From an optimization exercise on the open Yosys and OpenROAD flow, aimed at small area, a short achievable clock period and few clock cycles per item; shortcuts taken in it are not production practice.
Function was checked by simulation only, so behaviour that the tests miss may differ from the original.
No activity file was given, so power comes from the tool's default toggle rates.

File: flow/config.mk
export PLATFORM = sky130hd
export DESIGN_NAME = srt_4_div
export DESIGN_NICKNAME = srt_4_div
export VERILOG_FILES = /design/flow/design.v
export SDC_FILE = /design/flow/constraint.sdc
export NUM_CORES = 4
export LEC_CHECK = 0
export CAP_MARGIN = 20
export CORE_MARGIN = 2
export CORE_UTILIZATION = 70
export CTS_BUF_LIST = sky130_fd_sc_hd__clkbuf_8
export SLEW_MARGIN = 20
File: flow/constraint.sdc
create_clock -name core_clock -period 10.0 [get_ports {clk}]
set_input_delay 2.0000 -clock core_clock [delete_from_list [all_inputs] [get_ports {clk}]]
set_output_delay 2.0000 -clock core_clock [all_outputs]
set_load 0.01 [all_outputs]
File: flow/design.v
module radix4_table;
endmodule
module pre_processing (
input  [31:0] dividend,
input  [31:0] divisor,
output [4:0]  lz_a,
output [4:0]  lz_d,
output        early,
input  [4:0]  lza_reg,
input  [4:0]  lzd_reg,
input  [31:0] d,
input         prep,
output [4:0]  k,
output [31:0] d_rot
);
function [4:0] clz32;
	input [31:0] x;
	integer i;
	begin
		clz32 = 5'd31;
		for (i = 1; i < 32; i = i + 1)
			if (x[i]) clz32 = 5'd31 - i[4:0];
	end
endfunction
assign lz_a = clz32(dividend);
assign lz_d = clz32(divisor);
wire [7:0] d_nib;
wire [7:0] d_hi;      
wire [7:0] bad;
genvar g;
generate
	for (g = 0; g < 8; g = g + 1) begin : nib
		wire [3:0] a4 = dividend[4*g+3:4*g];
		wire [3:0] d4 = divisor[4*g+3:4*g];
		assign d_nib[g] = |d4;
		wire [3:0] above = {1'b0, d4[3], |d4[3:2], |d4[3:1]};
		assign bad[g] = |(a4 & ~above) & ~d_hi[g];
	end
endgenerate
assign d_hi[7] = 1'b0;
assign d_hi[6] = d_nib[7];
assign d_hi[5] = |d_nib[7:6];
assign d_hi[4] = |d_nib[7:5];
assign d_hi[3] = |d_nib[7:4];
assign d_hi[2] = |d_nib[7:3];
assign d_hi[1] = |d_nib[7:2];
assign d_hi[0] = |d_nib[7:1];
assign early = ~|bad;
assign k = lzd_reg - lza_reg;
wire [4:0]  amt = k | {5{~prep}};
wire [31:0] s0 = amt[0] ? {d[30:0],  d[31]}     : d;
wire [31:0] s1 = amt[1] ? {s0[29:0], s0[31:30]} : s0;
wire [31:0] s2 = amt[2] ? {s1[27:0], s1[31:28]} : s1;
wire [31:0] s3 = amt[3] ? {s2[23:0], s2[31:24]} : s2;
assign d_rot   = amt[4] ? {s3[15:0], s3[31:16]} : s3;
endmodule
module on_the_fly_conversion;
endmodule
module srt_4_div#(
parameter DW = 32)(
input 				clk,
input 				rst_n,
input				start,
input[DW-1:0]		dividend,
input[DW-1:0] 		divisor,
output[DW-1:0] 		quotient,
output[DW-1:0] 		reminder,
output				divfinish,
output				diverror
);
reg st_prep, st_iter, st_fin;
reg [DW-1:0] r_reg;      
reg [DW-1:0] d_reg;      
reg [DW-1:0] q_reg;      
reg [4:0]    cnt;        
reg [4:0]    lza_reg, lzd_reg;
reg          dz_reg;
wire [4:0]    lz_a, lz_d;
wire          early;
wire [4:0]    k;
wire [DW-1:0] d_rot;
pre_processing u1 (
	.dividend(dividend),
	.divisor(divisor),
	.lz_a(lz_a),
	.lz_d(lz_d),
	.early(early),
	.lza_reg(lza_reg),
	.lzd_reg(lzd_reg),
	.d(d_reg),
	.prep(st_prep),
	.k(k),
	.d_rot(d_rot)
);
wire [DW-1:0] diff;
wire          q_bit;
sub_bk u4 (
	.a(r_reg),
	.b(d_reg),
	.diff(diff),
	.ge(q_bit)
);
wire last = (cnt == 5'd0);
wire idle = ~(st_prep | st_iter | st_fin);
always @(posedge clk, negedge rst_n)
begin
	if (!rst_n) begin
		st_prep <= 1'b0;
		st_iter <= 1'b0;
		st_fin  <= 1'b0;
	end else begin
		st_prep <= start & ~early;
		st_iter <= st_prep | (st_iter & ~last);
		st_fin  <= (start & early) | (st_iter & last);
	end
end
always @(posedge clk)
begin
	lza_reg <= lz_a;
	lzd_reg <= lz_d;
	if (idle | (st_iter & q_bit))
		r_reg <= idle ? dividend : diff;
	d_reg <= idle ? divisor : d_rot;
	q_reg <= idle ? {DW{1'b0}} : {q_reg[DW-2:0], q_bit & st_iter};
	cnt <= st_prep ? k : cnt - 5'd1;
	if (idle)
		dz_reg <= ~|divisor;
end
assign quotient  = q_reg;
assign reminder  = r_reg;
assign divfinish = st_fin;
assign diverror  = dz_reg;
endmodule
module sub_bk (
input  [31:0] a,
input  [31:0] b,
output [31:0] diff,
output        ge
);
wire [31:0] p0 = a ^ ~b;
wire [31:0] g0 = a & ~b;
reg [32:0] g, p;
integer i, s;
always @(*) begin
	g[0] = 1'b1;
	p[0] = 1'b0;
	for (i = 0; i < 32; i = i + 1) begin
		g[i+1] = g0[i];
		p[i+1] = p0[i];
	end
	for (s = 1; s < 64; s = s * 2)
		for (i = 2*s-1; i <= 32; i = i + 2*s) begin
			g[i] = g[i] | (p[i] & g[i-s]);
			p[i] = p[i] & p[i-s];
		end
	for (s = 32; s >= 1; s = s / 2)
		for (i = 3*s-1; i <= 32; i = i + 2*s) begin
			g[i] = g[i] | (p[i] & g[i-s]);
			p[i] = p[i] & p[i-s];
		end
end
assign diff = p0 ^ g[31:0];
assign ge   = g[32];
endmodule
File: flow/flow/run.sh
#!/bin/bash
# Standard ORFS layout (the standard.sh) with extra make variables, one
# per line in flow/args.txt: e.g. a setup repair margin aimed past the clock
# period, and the cell used for the port buffers.
set -euo pipefail
HERE=$(dirname "$0")
mapfile -t EXTRA < <(grep -v '^\s*$' "$HERE/args.txt")
bash standard.sh "${EXTRA[@]}" finish > make_finish.log 2>&1
File: flow/flow/args.txt
SETUP_SLACK_MARGIN=6.8
BUFFER_PORTS_ARGS=-buffer_cell sky130_fd_sc_hd__buf_1
File: flow/standard.sh
#!/bin/bash
# synth_recipe.tcl (not shown) runs the flow's synth.tcl, then flattens the netlist and writes it again
# the make line also repeats each setting of config.mk as NAME=value (left out here)
make -C /OpenROAD-flow-scripts/flow DESIGN_CONFIG=/design/flow/config.mk WORK_HOME=/design/flow/orfs CLKGATE_MAP_FILE= SYNTH_SCRIPT=/design/flow/synth_recipe.tcl "${@:-finish}"
==> results of run 1 <==
## cells by family (layout without fill, tap and decap cells)
| logic type | after synthesis | in the layout | synth area share (%) |
|---|---|---|---|
| buf+inv | 120 | 260 | 6.32 |
| fa+ha+maj | 54 | 54 | 10.2 |
| compound gates | 181 | 182 | 14.2 |
| simple gates | 216 | 216 | 13.0 |
| flops | 115 | 115 | 33.5 |
| xor+xnor | 21 | 21 | 2.33 |
| mux | 161 | 161 | 20.4 |
## stage by stage
step	power (W)	setup slack, ns	area, um2	instances
detailed placement	0.00300	6.20	8540	1111
global placement	0.00291	6.21	8540	1111
floorplan	0.00240	6.72	8000	868
finish	0.00370	6.72	9190	1149
global route	0.00391	6.68	9190	1149
CTS	0.00354	6.80	9040	1147
## per-layer routing
layer	share of wire (%)	track usage [%]	vias up
met5	0	0	-
met4	7.2	26.8	0
met2	44	67.3	615
met3	13	11.5	165
met1	36	52.8	3536
li1	-	-	3313
## power by group
part / switching (W) / total, W / internal [W] / leakage [nW]
registers: 0.000199 / 0.00102 / 0.000824 / 1.02
logic: 0.00133 / 0.00225 / 0.000925 / 3.23
clock network: 0.000239 / 0.000422 / 0.000183 / 0.195
total: 0.00177 / 0.00370 / 0.00193 / 4.44
## critical path: stages, from the launching register on
cell,delay (ns)
dfxtp_1,0.41
inv_1,0.08
ha_1,0.32
nand4_1,0.15
inv_1,0.10
nand3_2,0.14
nor3_2,0.22
a31oi_2,0.15
a211o_1,0.36
o21a_1,0.22
fa_2,0.46
o21ai_4,0.20
buf_12,0.18
## placed cells by master, fill, tap and decap left out, types with 8 or more instances in the layout
master / synthesis / routed
dfxtp_1: 79 / 76
o21ai_1: 41 / 39
inv_1: 84 / 84
clkbuf_8: 0 / 17
buf_4: 9 / 9
a21oi_1: 68 / 65
o21a_1: 10 / 10
nor2_1: 70 / 68
ha_1: 37 / 29
edfxtp_1: 33 / 33
xnor2_1: 11 / 11
mux2i_1: 161 / 161
nor2b_1: 8 / 8
nand2_1: 56 / 56
ha_4: 0 / 8
o21ai_0: 10 / 10
xor2_1: 10 / 10
nor3_1: 16 / 14
and2_1: 31 / 31
o21bai_1: 9 / 8
nor4_1: 13 / 10
buf_1: 0 / 120
fa_1: 17 / 16
## timing repair
item	in CTS	in global routing
setup endpoints to repair	54	45
pin swaps	12	11
gates resized for setup	17	37
gates cloned	1	0
setup buffers	3	2
## how the worst max path moves through the flow
stage | start | to | slack (ns) | cells after the start
floorplan | r_reg[10]$_DFFE_PP_ | r_reg[0]$_DFFE_PP_ | 6.72 | 10
global placement | divisor[9] | st_fin$_DFF_PN0_ | 6.21 | 8
detailed placement | divisor[9] | st_fin$_DFF_PN0_ | 6.20 | 8
CTS | d_reg[17]$_DFF_P_ | r_reg[29]$_DFFE_PP_ | 6.80 | 12
global route | r_reg[18]$_DFFE_PP_ | r_reg[29]$_DFFE_PP_ | 6.68 | 11
finish | d_reg[19]$_DFF_P_ | r_reg[29]$_DFFE_PP_ | 6.72 | 12
## area by class of cell
type / instances / area [um2] / area share, %
Tap cell: 140 / 175 / 1.91
Clock buffer: 17 / 234 / 2.55
Multi-Input combinational cell: 634 / 5040 / 54.8
Timing Repair Buffer: 142 / 632 / 6.88
Sequential cell: 115 / 2650 / 28.9
Inverter: 86 / 323 / 3.51
Clock inverter: 15 / 136 / 1.48
==> impl_metrics.toml, run 1 <==
[die]
die_y_um = 110
die_w_um = 110
initial_utilization_pct = 72.2
core_um2 = 10900
row_count = 38
ios = 133
dieArea_um2 = 12100

[setup_path]
r2r_end = "r_reg[29]$_DFFE_PP_"
crit_required_ns = 10.18
cp-start-kind = "flip-flop"
crit_type = "flip-flop to flip-flop"
worstRegToRegCells = 12
regToRegSetupSlack_ns = 6.72
cp-end-kind = "flip-flop"
path_max_fanout = 16
crit_arrival_ns = 3.45
r2r_start = "d_reg[19]$_DFF_P_"

[cells_and_area]
num_antenna_cells = 0
utilization_pct = 84.0
drive_gt1_share_pct = 10.3
area_growth_pct = 16.4
fill_cells = 654
layout.nets = 1117

[clock_tree]
clk_pin_slew_worst_paths_ns = 0.08
cts_made_buffers = 17
h-tree-depth = 4
clock-sinks = 115
hold_buffers = 0
clockRootBuffer = "clkbuf_8"
clockBufferDepth = 2
clk_latency_ns = 0.46
cts_tree = "done"

[synth]
synth_area_leaders = "mux2i_1 20%, dfxtp_1 20%, edfxtp_1 13%, ha_1 5.9%, a21oi_1 4.3%"
synth-edff-count = 33
synth_common_cells = "161 x mux2i_1, 84 x inv_1, 79 x dfxtp_1"
synth_seq_cells = 115
synth_area_um2 = 7900
ys_warn_count = 3
yosysTopAreaCell = "mux2i_1"
async_reset_ff_share_pct = 2.61
synth_most_common_cell = "mux2i_1"
yosysSeqAreaShare_pct = 33.5
synth.distinct_cells = 56
synth.avg_cell_area_um2 = 9.10
syn_nets = 989
synth_flop_cell = "dfxtp_1"
synthCells = 868
synth_top_area_share_pct = 20.4

[sta]
min_period_ns = 3.28
hold_violations = 0
setup_viol_count_final = 0
fin_skew_ns = 0.0144
holdWs_ns = 0.460
rsz0062_at_grt = "true"
max_freq_mhz = 305
final.period_utilization_pct = 32.8
drv_slew = 0
tns_ns = 0
slew_headroom_pct = 42.8
worst_pin_slew_ns = 0.858

[worst_hold_path]
hp-start = "q_reg[16]$_SDFF_PP0_"
min_path_cells = 1
hold_end = "q_reg[17]$_SDFF_PP0_"
hold_class = "flip-flop to flip-flop"

[placed_design]
place_hpwl_mm = 18.8
routabilityCongestion = 1.05
io_buffers = 132

[global_route]
grt_pass1_wl_mm = 38.2
grt_pass1_vias = 7157
grt_start_max_net_pins = 84
grt.overflow.total = 0
track_usage_pct = 43.0
antenna_found_initial = 0

[detailed_routing]
dr.pass1.iters = 6
drt_iter0_drc = 975
drc_errors = 0
routed_wirelength_mm = 26.2
vias = 7629
wire_per_inst_um = 22.8
via_per_inst = 6.64
antenna_left = 0

[pwr]
peakVddDrop_uv = 275
p_per_area_nw_per_um2 = 402
p_leak_nw = 4.44

[job]
maxCapViolCount = 0

[run_status]
run_status = "complete, no violations"
Testbench counts, summed over its fixed seeds: cycles 27,282, divisions 3,200.
==> run 2, diff against run 1 <==
==> flow/flow/args.txt (replaced) <==
SETUP_SLACK_MARGIN=6.7
BUFFER_PORTS_ARGS=-buffer_cell sky130_fd_sc_hd__buf_1
--- a/flow/config.mk
+++ b/flow/config.mk
@@ -7,6 +7,6 @@
 export LEC_CHECK = 0
 export CAP_MARGIN = 20
 export CORE_MARGIN = 2
-export CORE_UTILIZATION = 70
+export CORE_UTILIZATION = 65
 export CTS_BUF_LIST = sky130_fd_sc_hd__clkbuf_8
 export SLEW_MARGIN = 20
==> run 2 against run 1 <==
Synthesized cell count did not move. Routed wire length fell by 3.6%. Count of clock-buffer cells in the layout rose by 1. Total power rose by 0.17%. First-iteration DRC count fell by 4.9%. Clock skew barely moved. Area after synthesis did not move. Combinational power barely moved.
==> impl_metrics.toml, run 2 <==
[run_status]
run_status = "complete, no violations"

[setup_path]
crit_type = "input pin to flip-flop"
cp_slowest_cell = "nor4_1"
crit_required_ns = 10.34
cp-end-kind = "flip-flop"
path_cells = "buf_1 > nor4_1 > nand3_1 > a31oi_1 > o41ai_4 > a32o_1"
regToRegSetupSlack_ns = 6.72
cp-startpoint = "divisor[26]"
crit_arrival_ns = 3.63
r2r_start = "r_reg[12]$_DFFE_PP_"
cp-start-kind = "input pin"
max_stage_delay_ns = 0.43
cp.buffers_inverters = 1
worstRegToRegCells = 11
r2r_end = "r_reg[22]$_DFFE_PP_"
crit_family = "compound AO/OA/AOI/OAI gates"
path_max_fanout = 6
endpoint = "st_fin$_DFF_PN0_"
cp_num_cells = 6

[global_route]
antenna_found_initial = 1
grt_start_max_net_pins = 84
grt_pass1_wl_mm = 38.1
grt_pass1_vias = 7022
track_usage_pct = 39.0
grt.overflow.total = 0

[synth]
ys_warn_count = 3
synth_top_area_share_pct = 20.4
synthCells = 868
yosysSeqAreaShare_pct = 33.5
synth_seq_cells = 115
synth_flop_cell = "dfxtp_1"
synth_most_common_cell = "mux2i_1"
synth_common_cells = "161 x mux2i_1, 84 x inv_1, 79 x dfxtp_1"
synth_area_leaders = "mux2i_1 20%, dfxtp_1 20%, edfxtp_1 13%, ha_1 5.9%, a21oi_1 4.3%"
synth.avg_cell_area_um2 = 9.10
synth_area_um2 = 7900
synth.distinct_cells = 56
yosysTopAreaCell = "mux2i_1"
syn_nets = 989
synth-edff-count = 33
async_reset_ff_share_pct = 2.61

[clock_tree]
clk_latency_ns = 0.46
clk_pin_slew_worst_paths_ns = 0.07
cts_made_buffers = 17
clockBufferDepth = 2
clockRootBuffer = "clkbuf_8"
clock-sinks = 115
h-tree-depth = 4
cts_tree = "done"

[sta]
drv_slew = 0
worst_pin_slew_ns = 0.844
hold_violations = 0
rsz0062_at_grt = "false"
final.period_utilization_pct = 32.9
tns_ns = 0
setup_viol_count_final = 0
slew_headroom_pct = 43.7
fin_skew_ns = 0.0140
max_freq_mhz = 304
min_period_ns = 3.29

[cells_and_area]
num_antenna_cells = 0
utilization_pct = 77.2
layout.nets = 1120
final_cell_mix = "161 x mux2i_1, 131 x buf_1, 85 x inv_1, 75 x dfxtp_1, 69 x nor2_1"
drive_gt1_share_pct = 8.50
area_growth_pct = 16.5
final_common_cell = "mux2i_1"

[die]
dieArea_um2 = 13000
initial_utilization_pct = 66.3
core_um2 = 11900
ios = 133
die_w_um = 114
row_count = 40
die_y_um = 114

[pwr]
p_leak_nw = 4.44
finalPower_w = 0.00370
p_per_area_nw_per_um2 = 403
switching_share_pct = 46.1
peakVddDrop_uv = 294
p_seq_share_pct = 27.3
internal_power_w = 0.00200
p_switching_w = 0.00171
p_clk_share_pct = 12.0
combPwrFrac_pct = 60.7

[detailed_routing]
wire_per_inst_um = 21.8
routed_wirelength_mm = 25.2
drc_errors = 0
via_per_inst = 6.37
dr.pass1.iters = 6
antenna_left = 0
drt_iter0_drc = 927
vias = 7383

[job]
maxCapViolCount = 0

[worst_hold_path]
hold_class = "flip-flop to flip-flop"

[placed_design]
place_hpwl_mm = 19.1
routabilityCongestion = 1.00
io_buffers = 132
==> run 2: cell counts after synthesis <==
No cell type changed its count.
==> run 2: per-stage QoR <==
step,hold slack (ns),instance area (um2),cells,worst slack (ns)
finish,0.462,9200,1159,6.71
floorplan,0.481,7970,868,6.71
global placement,0.431,8510,1118,6.10
detailed placement,0.438,8510,1118,6.06
CTS,0.465,8980,1153,6.72
global route,0.477,9200,1159,6.63
==> run 2: cell families (layout without fill, tap and decap cells) <==
logic type / Yosys count / in the layout / synth area share, %
muxes: 161 / 161 / 20.4
DFF: 115 / 115 / 33.5
xor gates and xnor gates: 21 / 21 / 2.33
AOI/OAI and AO/OA: 181 / 182 / 14.2
adders and majority gates: 54 / 54 / 10.2
and+or+nand+nor: 216 / 216 / 13.0
buffers and inverters: 120 / 263 / 6.32
==> run 2: worst min-delay path by stage <==
| stage | startpoint | endpoint | slack (ns) | depth (start not counted) |
|---|---|---|---|---|
| floorplan | st_iter$_DFF_PN0_ | st_fin$_DFF_PN0_ | 0.48 | 1 |
| global placement | q_reg[30]$_SDFF_PP0_ | q_reg[31]$_SDFF_PP0_ | 0.43 | 1 |
| detailed placement | q_reg[5]$_SDFF_PP0_ | q_reg[6]$_SDFF_PP0_ | 0.44 | 1 |
| CTS | q_reg[28]$_SDFF_PP0_ | q_reg[29]$_SDFF_PP0_ | 0.47 | 1 |
| global route | q_reg[28]$_SDFF_PP0_ | q_reg[29]$_SDFF_PP0_ | 0.48 | 1 |
| finish | q_reg[28]$_SDFF_PP0_ | q_reg[29]$_SDFF_PP0_ | 0.46 | 1 |
==> run 2: layout make-up <==
cell class / instances / area, um2
tap: 147 / 184
sequential: 115 / 2660
clock buffer: 18 / 248
clock inverter: 14 / 148
timing repair buffer: 145 / 637
multi-input combinational: 634 / 5000
fill: 874 / 2720
inverter: 86 / 323
==> run 2: timing repair <==
item	4_1_cts	5_1_grt
gates cloned	1	1
buffers inserted	2	5
hold buffers	0	0
setup endpoints to repair	41	45
pin swaps	2	12
resized for setup	4	28
==> run 2: power groups by stage <==
stage	registers [W]	logic, W	clock network [W]
2_1_floorplan	0.00102	0.00137	0
5_1_grt	0.00103	0.00245	0.000465
3_5_place_dp	0.00101	0.00199	0
3_3_place_gp	0.000997	0.00192	0
4_1_cts	0.00100	0.00208	0.000444
6_report	0.00101	0.00225	0.000445
==> run 2: layer usage <==
layer / share of wire (%) / wire [um] / track usage, %
met3: 11 / 2850 / 10.0
met2: 45 / 11400 / 61.4
met1: 38 / 9530 / 48.9
met5: 0.055 / 14 / 0
met4: 5.6 / 1420 / 22.0
==> run 3, diff against run 2 <==
==> flow/flow/args.txt (replaced) <==
SETUP_SLACK_MARGIN=6.8
BUFFER_PORTS_ARGS=-buffer_cell sky130_fd_sc_hd__buf_1
--- a/flow/config.mk
+++ b/flow/config.mk
@@ -9,4 +9,5 @@
 export CORE_MARGIN = 2
 export CORE_UTILIZATION = 65
 export CTS_BUF_LIST = sky130_fd_sc_hd__clkbuf_8
+export PLACE_DENSITY = 0.85
 export SLEW_MARGIN = 20
==> run 3 against run 2 <==
Still clean. Die area did not move. Sequential power about the same. Global-route usage fell by 1.9 points. Non-clock buffer count up 3. Critical path depth increased by 5. Count of clock-buffer cells in the layout fell by 1. Hold slack worse by 0.0033 ns. Total power decreased by 0.56%. Clock power rose by 5.6%. Via count fell by 2.7%. Area after synthesis unchanged. Largest power group unchanged.
==> impl_metrics.toml, run 3 <==
[run_status]
run_status = "complete, no violations"

[pwr]
peakVddDrop_uv = 329
combPwrFrac_pct = 60.2
p_per_area_nw_per_um2 = 396
p_switching_w = 0.00168
switching_share_pct = 45.6
p_clk_share_pct = 12.8
internal_power_w = 0.00200
p_leak_nw = 4.48
p_seq_share_pct = 27.0

[setup_path]
crit_type = "flip-flop to flip-flop"
path_cells = "ha_4 > o21a_1 > o211ai_1 > and3b_2 > nor3_4 > a31oi_4 > a211o_1 > o21a_1 > fa_2 > o21ai_4 > buf_12"
cp_slowest_cell = "fa_2"
path_max_fanout = 10
cp_common_cell = "o21a_1"
cp-start-kind = "flip-flop"
crit_required_ns = 10.18
max_stage_delay_ns = 0.46
cp_num_cells = 11
cp-end-kind = "flip-flop"
crit_arrival_ns = 3.44
cp.buffers_inverters = 1
worstRegToRegCells = 11
crit_family = "compound AO/OA/AOI/OAI gates"

[cells_and_area]
num_antenna_cells = 0
layout.nets = 1123
final_common_cell = "mux2i_1"
final_cell_mix = "161 x mux2i_1, 125 x buf_1, 84 x inv_1, 75 x dfxtp_1, 68 x nor2_1"
drive_gt1_share_pct = 10.4
fill_cells = 830
area_growth_pct = 17.8
utilization_pct = 78.1

[global_route]
grt_pass1_wl_mm = 36.6
grt.overflow.total = 0
track_usage_pct = 37.1
grt_start_max_net_pins = 84
grt_pass1_vias = 6910
antenna_found_initial = 0

[sta]
worst_pin_slew_ns = 0.835
hold_violations = 0
fin_skew_ns = 0.0180
min_period_ns = 3.26
max_freq_mhz = 307
slew_headroom_pct = 44.4
rsz0062_at_grt = "true"
drv_slew = 0
setup_viol_count_final = 0
tns_ns = 0
final.period_utilization_pct = 32.6

[synth]
synthCells = 868
ys_warn_count = 3
synth.avg_cell_area_um2 = 9.10
syn_nets = 989
synth-edff-count = 33
synth_common_cells = "161 x mux2i_1, 84 x inv_1, 79 x dfxtp_1"
yosysSeqAreaShare_pct = 33.5
synth_most_common_cell = "mux2i_1"
synth.distinct_cells = 56
async_reset_ff_share_pct = 2.61
synth_flop_cell = "dfxtp_1"
synth_area_leaders = "mux2i_1 20%, dfxtp_1 20%, edfxtp_1 13%, ha_1 5.9%, a21oi_1 4.3%"
yosysTopAreaCell = "mux2i_1"
synth_top_area_share_pct = 20.4
synth_area_um2 = 7900
synth_seq_cells = 115

[die]
row_count = 40
dieArea_um2 = 13000
core_um2 = 11900
ios = 133
die_w_um = 114
initial_utilization_pct = 66.3
die_y_um = 114

[clock_tree]
cts_made_buffers = 17
clock-sinks = 115
clk_latency_ns = 0.47
clockBufferDepth = 2
h-tree-depth = 4
cts_tree = "done"
clk_pin_slew_worst_paths_ns = 0.09
clockRootBuffer = "clkbuf_8"

[detailed_routing]
antenna_left = 0
drt_iter0_drc = 870
vias = 7180
routed_wirelength_mm = 23.8
via_per_inst = 6.18
dr.pass1.iters = 5
wire_per_inst_um = 20.4
drc_errors = 0

[job]
maxCapViolCount = 0

[placed_design]
place_hpwl_mm = 17.4
io_buffers = 132
routabilityCongestion = 0.952

[worst_hold_path]
min_path_cells = 1
hold_class = "flip-flop to flip-flop"
[run 3: cell counts after synthesis]
No cell type changed its count.
[run 3: power by group through the flow]
stage          Clock, W  Sequential (W)  Combinational [W]
2_1_floorplan         0         0.00102            0.00138
3_3_place_gp          0        0.000994            0.00189
3_5_place_dp          0         0.00100            0.00195
4_1_cts        0.000471        0.000989            0.00210
5_1_grt        0.000489         0.00102            0.00243
6_report       0.000470        0.000996            0.00222
[run 3: worst paths after layout]
path | from | slack, ns | to
min in group asynchronous | rst_n | 1.36 | st_fin$_DFF_PN0_
min reg2reg | q_reg[27]$_SDFF_PP0_ | 0.46 | q_reg[28]$_SDFF_PP0_
max in group asynchronous | rst_n | 8.46 | st_iter$_DFF_PN0_
max | r_reg[12]$_DFFE_PP_ | 6.74 | r_reg[10]$_DFFE_PP_
min | q_reg[27]$_SDFF_PP0_ | 0.46 | q_reg[28]$_SDFF_PP0_
max reg2reg | r_reg[12]$_DFFE_PP_ | 6.74 | r_reg[10]$_DFFE_PP_
[run 3: layout make-up]
class | count | area (um2) | area share (%)
tap | 147 | 184 | 1.98
clock buffer | 17 | 234 | 2.51
sequential | 115 | 2650 | 28.5
multi-input combinational | 634 | 5070 | 54.5
clock inverter | 15 | 181 | 1.95
inverter | 86 | 323 | 3.47
timing repair buffer | 148 | 661 | 7.10
[run 3: cell families (layout without fill, tap and decap cells)]
kind of cell	Yosys count	in the layout	share of synthesized area, %
AO/OA/AOI/OAI	181	182	14.2
XOR/XNOR	21	21	2.33
AND/OR/NAND/NOR	216	216	13.0
adder cells (fa/ha/maj)	54	54	10.2
flip-flops	115	115	33.5
multiplexers	161	161	20.4
buffers and inverters	120	266	6.32
[run 3: repair_timing]
action                     CTS  global route
setup buffers                8             3
gates cloned                 1             0
setup endpoints to repair   37            59
hold buffers                 0             0
gates resized for setup     15            35
pin swaps                    8            14
[run 3: through the flow]
step                setup WS, ns  hold WS [ns]  instance area (um2)  power (W)  cells
floorplan                   6.72         0.481                 8000    0.00240    868
global placement            6.19         0.433                 8540    0.00289   1118
detailed placement          6.15         0.439                 8540    0.00295   1118
CTS                         6.78         0.459                 9130    0.00356   1159
global route                6.68         0.471                 9300    0.00394   1162
finish                      6.74         0.459                 9300    0.00368   1162
[run 3: layer usage]
metal | vias to the layer above | wire (um) | part of all wire (%) | track usage [%]
met2 | 461 | 10600 | 45 | 57.5
li1 | 3326 | - | - | -
met4 | 0 | 1190 | 5.0 | 19.8
met1 | 3314 | 9400 | 40 | 47.9
met3 | 79 | 2540 | 11 | 9.53
met5 | - | 0 | 0 | 0
==> run 4, diff against run 3 <==
--- a/flow/config.mk
+++ b/flow/config.mk
@@ -9,5 +9,4 @@
 export CORE_MARGIN = 2
 export CORE_UTILIZATION = 65
 export CTS_BUF_LIST = sky130_fd_sc_hd__clkbuf_8
-export PLACE_DENSITY = 0.85
 export SLEW_MARGIN = 20
==> run 4 against run 3 <==
Clock skew decreased by 0.0049 ns. Global-route usage increased by 1.4 points. First-iteration DRC count decreased by 4.8%. Register-to-register slack better by 0.05 ns. Final area down 0.81%. Critical endpoint is now r_reg[31]$_DFFE_PP_. Largest power group unchanged.
==> impl_metrics.toml, run 4 <==
[cells_and_area]
final_common_cell = "mux2i_1"
layout.nets = 1120
final_cell_mix = "160 x mux2i_1, 121 x buf_1, 83 x inv_1, 72 x dfxtp_1, 69 x nor2_1"
drive_gt1_share_pct = 10.7
area_growth_pct = 16.9

[detailed_routing]
drc_errors = 0
routed_wirelength_mm = 24.7
antenna_left = 0
drt_iter0_drc = 828
via_per_inst = 6.29
dr.pass1.iters = 6
vias = 7298
wire_per_inst_um = 21.3

[setup_path]
endpoint = "r_reg[31]$_DFFE_PP_"
cp.buffers_inverters = 1
cp-end-kind = "flip-flop"
worstRegToRegCells = 11
r2r_end = "r_reg[31]$_DFFE_PP_"
crit_family = "compound AO/OA/AOI/OAI gates"
regToRegSetupSlack_ns = 6.79
crit_required_ns = 10.17
cp-start-kind = "flip-flop"
crit_arrival_ns = 3.38
cp-startpoint = "r_reg[20]$_DFFE_PP_"
path_cells = "ha_4 > nand4_1 > o21bai_2 > o41ai_4 > o21ai_2 > a31oi_2 > a211o_1 > o21a_1 > fa_2 > o21ai_4 > buf_12"
crit_type = "flip-flop to flip-flop"
cp_slowest_cell = "edfxtp_1"
max_stage_delay_ns = 0.45
cp_num_cells = 11
path_max_fanout = 15
r2r_start = "r_reg[20]$_DFFE_PP_"

[clock_tree]
clockBufferDepth = 2
cts_made_buffers = 17
clk_pin_slew_worst_paths_ns = 0.08
clock-sinks = 115
h-tree-depth = 4
clockRootBuffer = "clkbuf_8"
cts_tree = "done"
clk_latency_ns = 0.46

[synth]
synth_top_area_share_pct = 20.4
synth_most_common_cell = "mux2i_1"
synth_area_um2 = 7900
synth_flop_cell = "dfxtp_1"
yosysSeqAreaShare_pct = 33.5
synth_seq_cells = 115
synth.distinct_cells = 56
synth.avg_cell_area_um2 = 9.10
syn_nets = 989
async_reset_ff_share_pct = 2.61
synth-edff-count = 33
synthCells = 868
ys_warn_count = 3
synth_common_cells = "161 x mux2i_1, 84 x inv_1, 79 x dfxtp_1"
yosysTopAreaCell = "mux2i_1"
synth_area_leaders = "mux2i_1 20%, dfxtp_1 20%, edfxtp_1 13%, ha_1 5.9%, a21oi_1 4.3%"

[die]
row_count = 40
die_y_um = 114
ios = 133
die_w_um = 114
initial_utilization_pct = 66.3
dieArea_um2 = 13000
core_um2 = 11900

[sta]
rsz0062_at_grt = "true"
fin_ws_ns = 6.79
setup_viol_count_final = 0
tns_ns = 0
drv_slew = 0
fin_skew_ns = 0.0132
hold_violations = 0
slew_headroom_pct = 42.8
holdWs_ns = 0.461
worst_pin_slew_ns = 0.858
final.period_utilization_pct = 32.1
max_freq_mhz = 312
min_period_ns = 3.21

[worst_hold_path]
hold_class = "flip-flop to flip-flop"

[placed_design]
io_buffers = 132
pre_cts_ws_ns = 6.16
place_hpwl_mm = 18.7
routabilityCongestion = 1.00

[run_status]
run_status = "complete, no violations"

[pwr]
p_per_area_nw_per_um2 = 398
peakVddDrop_uv = 237
p_leak_nw = 4.45
finalPower_w = 0.00367

[global_route]
grt_pass1_vias = 7149
antenna_found_initial = 1
grt.overflow.total = 0
grt_pass1_wl_mm = 38.0
grt_start_max_net_pins = 84
track_usage_pct = 38.6

[job]
maxCapViolCount = 0
[run 4: changes by cell type in the layout (fill, tap and decap cells not counted), moves of 3 or more]
cell     change
buf_1        -4
dfxtp_2      +3
buf_6        -3
dfxtp_1      -3
[run 4: report_power, final]
part           switching, W  internal, W
combinational       0.00130     0.000927
sequential         0.000184     0.000826
clock              0.000228     0.000212
total               0.00171      0.00196
[run 4: per-stage QoR]
step / area, um2 / std cells / utilization (%)
5_1_grt: 9230 / 1160 / 77.5
3_3_place_gp: 8540 / 1118 / 71.7
4_1_cts: 9080 / 1155 / 76.2
3_5_place_dp: 8540 / 1118 / 71.7
2_1_floorplan: 8000 / 868 / -
6_report: 9230 / 1160 / 77.5
[run 4: layout make-up]
cell class,instances,area [um2]
fill,841,2680
inverter,86,323
tap,147,184
clock inverter,14,144
sequential,115,2660
timing repair buffer,145,647
multi-input combinational,634,5020
antenna,1,2.50
clock buffer,18,248
[run 4: logic make-up (layout without fill, tap and decap cells)]
kind of cell             after synthesis  in the layout  share of synthesized area (%)
XOR/XNOR                              21             21                           2.33
flip-flops                           115            115                           33.5
adder cells (fa/ha/maj)               54             54                           10.2
multiplexers                         161            161                           20.4
buffers and inverters                120            263                           6.32
AO/OA/AOI/OAI                        181            182                           14.2
other                                  0              1                              0
AND/OR/NAND/NOR                      216            216                           13.0
[run 4: repair_timing]
item | CTS | global route
pin swaps | 8 | 16
cloned | 1 | 0
resized for setup | 16 | 42
setup buffers | 4 | 4
setup endpoints to repair | 54 | 42
hold buffers | 0 | 0
[run 4: worst min-delay path by stage]
stage | from | endpoint | slack (ns) | cells after the start
2_1_floorplan | st_iter$_DFF_PN0_ | st_fin$_DFF_PN0_ | 0.48 | 1
3_3_place_gp | q_reg[30]$_SDFF_PP0_ | q_reg[31]$_SDFF_PP0_ | 0.43 | 1
3_5_place_dp | q_reg[28]$_SDFF_PP0_ | q_reg[29]$_SDFF_PP0_ | 0.44 | 1
4_1_cts | q_reg[30]$_SDFF_PP0_ | q_reg[31]$_SDFF_PP0_ | 0.46 | 1
5_1_grt | q_reg[13]$_SDFF_PP0_ | q_reg[14]$_SDFF_PP0_ | 0.48 | 1
6_report | q_reg[26]$_SDFF_PP0_ | q_reg[27]$_SDFF_PP0_ | 0.46 | 1
[run 4: layer usage]
layer	global-route usage (%)	wire length [um]
met5	0	0
met4	19.1	1200
met3	7.89	2420
met2	62.5	11600
met1	49.3	9530
[run 4: worst register-to-register path, delay by kind of cell (launching register included)]
family          cells  cell delay [ns]
compound gates      7             1.36
fa+ha+maj           2             0.76
buf+inv             1             0.18
flops               1             0.45
simple gates        1             0.18

[afterwards: timing with drivers on the ports]
The flow's constraints put no driver on any port. The routed layouts listed below were extracted and timed again, unchanged, in two steps. Step 1: set_driving_cell puts a clkbuf_16 on clk and a buf_2 on each other input, an assumption about the parent block. Step 2 moves the port delays by t, midway between the first and last clock arrival at a register: inputs arrive t later, outputs are due t later. That takes back most of the time a late clock gives input paths. Slacks: ideal ports / drivers / drivers and shift; pairs: ideal ports / drivers.
run | t, ns | setup slack, ns | worst setup path after step 2 | worst register clock-pin slew, ns
run 1 | 0.493 | 6.722 / 6.722 / 6.297 | input to register | 0.09 / 0.09
run 2 | 0.487 | 6.705 / 6.718 / 6.231 | input to register | 0.08 / 0.08
run 3 | 0.495 | 6.740 / 6.740 / 6.333 | input to register | 0.09 / 0.09
run 4 | 0.495 | 6.791 / 6.764 / 6.323 | input to register | 0.08 / 0.08
After both steps every run listed still meets setup and hold. For run 2, which loses most, drivers alone change the setup slack by +0.013 ns; drivers and shift together by -0.474 ns.
